Context: an optimization exercise on an open-source flow, tuned for small area. The choices shown serve that exercise and are no tape-out recipe.
The RTL was checked by simulation tests, not by an equivalence proof against the original design.
Power and IR drop assume default switching activity. The clock port is modelled as an ideal driver; clocking choices that lean on that would not hold on a real chip.

## ddr_memory_rtl
module ddr_memory_rtl #(
    parameter ADDR_WIDTH = 4,
    parameter DATA_WIDTH = 32,
    parameter MEM_SIZE   = 16
) (
    input  logic                  clk,
    input  logic                  reset,
    input  logic                  wr,        
    input  logic                  rd,        
    input  logic [ADDR_WIDTH-1:0] addr,      
    input  logic [DATA_WIDTH-1:0] wdata,     
    output logic [DATA_WIDTH-1:0] rdata,     
    output logic                  response
);
  logic [DATA_WIDTH-1:0] mem[0:MEM_SIZE-1];
  logic [MEM_SIZE-1:0]   valid;
  logic [MEM_SIZE-1:0]   we;
  logic [MEM_SIZE-1:0]   sel;
  logic [DATA_WIDTH-1:0] rd_next;
  always_comb begin
    for (int i = 0; i < MEM_SIZE; i++) begin
      we[i]  = wr && addr == ADDR_WIDTH'(i);
      sel[i] = rd && valid[i] && addr == ADDR_WIDTH'(i);
    end
  end
  always_ff @(posedge clk or posedge reset) begin
    if (reset) begin
      valid    <= '0;
      response <= 1'b0;
    end else begin
      valid    <= valid | we;
      response <= wr;
    end
  end
  always_ff @(posedge clk) begin
    for (int i = 0; i < MEM_SIZE; i++)
      if (we[i]) mem[i] <= wdata;
  end
  always_comb begin
    rd_next = '0;
    for (int k = 0; k < 5; k++)
      rd_next = rd_next | ((mem[3*k] & {DATA_WIDTH{sel[3*k]}}) | (mem[3*k+1] & {DATA_WIDTH{sel[3*k+1]}}) | (mem[3*k+2] & {DATA_WIDTH{sel[3*k+2]}}));
    rd_next = rd_next | (mem[15] & {DATA_WIDTH{sel[15]}});
  end
  always_ff @(posedge clk) begin
    rdata <= rd_next;
  end
endmodule
==> flow/config.mk <==
export PLATFORM = sky130hd
export DESIGN_NAME = ddr_memory_rtl
export DESIGN_NICKNAME = ddr_memory_rtl
export VERILOG_FILES = /design/flow/design.v
export SDC_FILE = /design/flow/constraint.sdc
export NUM_CORES = 4
export LEC_CHECK = 0
export CAP_MARGIN = 0
export CORE_MARGIN = 2
export CORE_UTILIZATION = 75
export CTS_BUF_LIST = sky130_fd_sc_hd__clkbuf_16
export CTS_CLUSTER_DIAMETER = 100
export CTS_CLUSTER_SIZE = 30
export SLEW_MARGIN = 0
==> flow/constraint.sdc <==
create_clock -name core_clock -period 4.0 [get_ports {clk}]
set_input_delay 0.8000 -clock core_clock [delete_from_list [all_inputs] [get_ports {clk}]]
set_output_delay 0.8000 -clock core_clock [all_outputs]
set_load 0.01 [all_outputs]
standard.sh (not shown) runs the stock make flow with config.mk's settings and CLKGATE_MAP_FILE= SYNTH_SCRIPT=/design/flow/synth_recipe.tcl, a recipe that flattens the netlist after the stock synthesis.
==> flow/flow/run.sh <==
#!/bin/bash
# The standard layout (standard.sh), with three changes to how it is built:
#  - synthesis is synth_recipe.tcl unchanged, except that its technology mapping
#    call (abc) runs flow/abc_area.script, an area-oriented mapping, in place of
#    ORFS's speed script;
#  - the port buffers use the smallest buffer cell;
#  - the clock tree is built from large clusters of clkbuf_16, without dummy loads.
# Each tool's output goes to the logs under orfs/logs and to flow_standard.log.
set -euo pipefail
W=$PWD
cat > "$W/flow_synth.tcl" <<EOF
proc abc {args} {
  set i [lsearch -exact \$args -script]
  if {\$i >= 0} { lset args [expr {\$i + 1}] {$W/flow/abc_area.script} }
  yosys abc {*}\$args
}
source {$W/synth_recipe.tcl}
EOF
sed -e "s#SYNTH_SCRIPT=[^ ]*#SYNTH_SCRIPT=$W/flow_synth.tcl MATCH_CELL_FOOTPRINT=0#" standard.sh > flow_standard.sh
grep -q "SYNTH_SCRIPT=$W/flow_synth.tcl" flow_standard.sh
export BUFFER_PORTS_ARGS="-buffer_cell sky130_fd_sc_hd__buf_1"
export CTS_ARGS="-sink_clustering_enable -repair_clock_nets -buf_list sky130_fd_sc_hd__clkbuf_16 -sink_clustering_size 33 -sink_clustering_max_diameter 100 -dont_use_dummy_load"
bash flow_standard.sh > flow_standard.log 2>&1
==> flow/flow/abc_area.script <==
strash
&get -n
&st
&dch
&nf -R 1000 -C 32
&put
The baseline passed the timing, DRC and antenna checks.
Then changed:
--- a/flow/flow/run.sh
+++ b/flow/flow/run.sh
@@ -17,5 +17,5 @@
 source {$W/synth_recipe.tcl}
 EOF
-sed -e "s#SYNTH_SCRIPT=[^ ]*#SYNTH_SCRIPT=$W/flow_synth.tcl MATCH_CELL_FOOTPRINT=0#" standard.sh > flow_standard.sh
+sed "s#SYNTH_SCRIPT=[^ ]*#SYNTH_SCRIPT=$W/flow_synth.tcl#" standard.sh > flow_standard.sh
 grep -q "SYNTH_SCRIPT=$W/flow_synth.tcl" flow_standard.sh
 export BUFFER_PORTS_ARGS="-buffer_cell sky130_fd_sc_hd__buf_1"
Settings changed: GPL_ROUTABILITY_DRIVEN set to 0.
Non-clock buffer count is unchanged.
Synthesized cell count does not change.
Worst setup slack does not change.
Hold slack does not change.
Count of clock-buffer cells in the layout is unchanged.
Design area stays the same.
Area after synthesis is unchanged.
Global-route usage does not change.
Die area is unchanged.
Then changed:
Settings changed: GPL_ROUTABILITY_DRIVEN 0 to not set, PLACE_DENSITY set to 0.85.
The changed run completed, yet does not pass: max-capacitance violations, max-slew violations.
Synthesized cell count does not change.
Sequential power hardly moves.
Global-route usage goes up by 2.1 points.
Synthesized area is unchanged.

==> separate check: timing with driven ports <==
No port has a modelled driver above. Below, the same layouts with a new extraction and two added sets of constraints.
Step 1: set_driving_cell puts a clkbuf_16 on clk and a buf_2 on each other input, an assumption about the parent block.
Step 2, shift: input delay + t, output delay - t, t = (earliest + latest rising clock arrival at the registers) / 2. This alone moves slack from input paths to output paths.
a / b / c = ideal ports / drivers / drivers and shift; a / b = the first two.
run | t, ns | slack for setup (ns) | worst setup path at the end | worst register clock-pin slew, ns
the first run | 0.581 | 1.407 / 1.427 / 0.846 | input to register | 0.12 / 0.12
the second run | 0.581 | 1.407 / 1.427 / 0.846 | input to register | 0.12 / 0.12
the third run | 0.590 | 1.163 / 1.189 / 0.599 | input to register | 0.12 / 0.12
For the third run, which loses most, drivers alone change the setup slack by +0.026 ns; drivers and shift together by -0.564 ns.
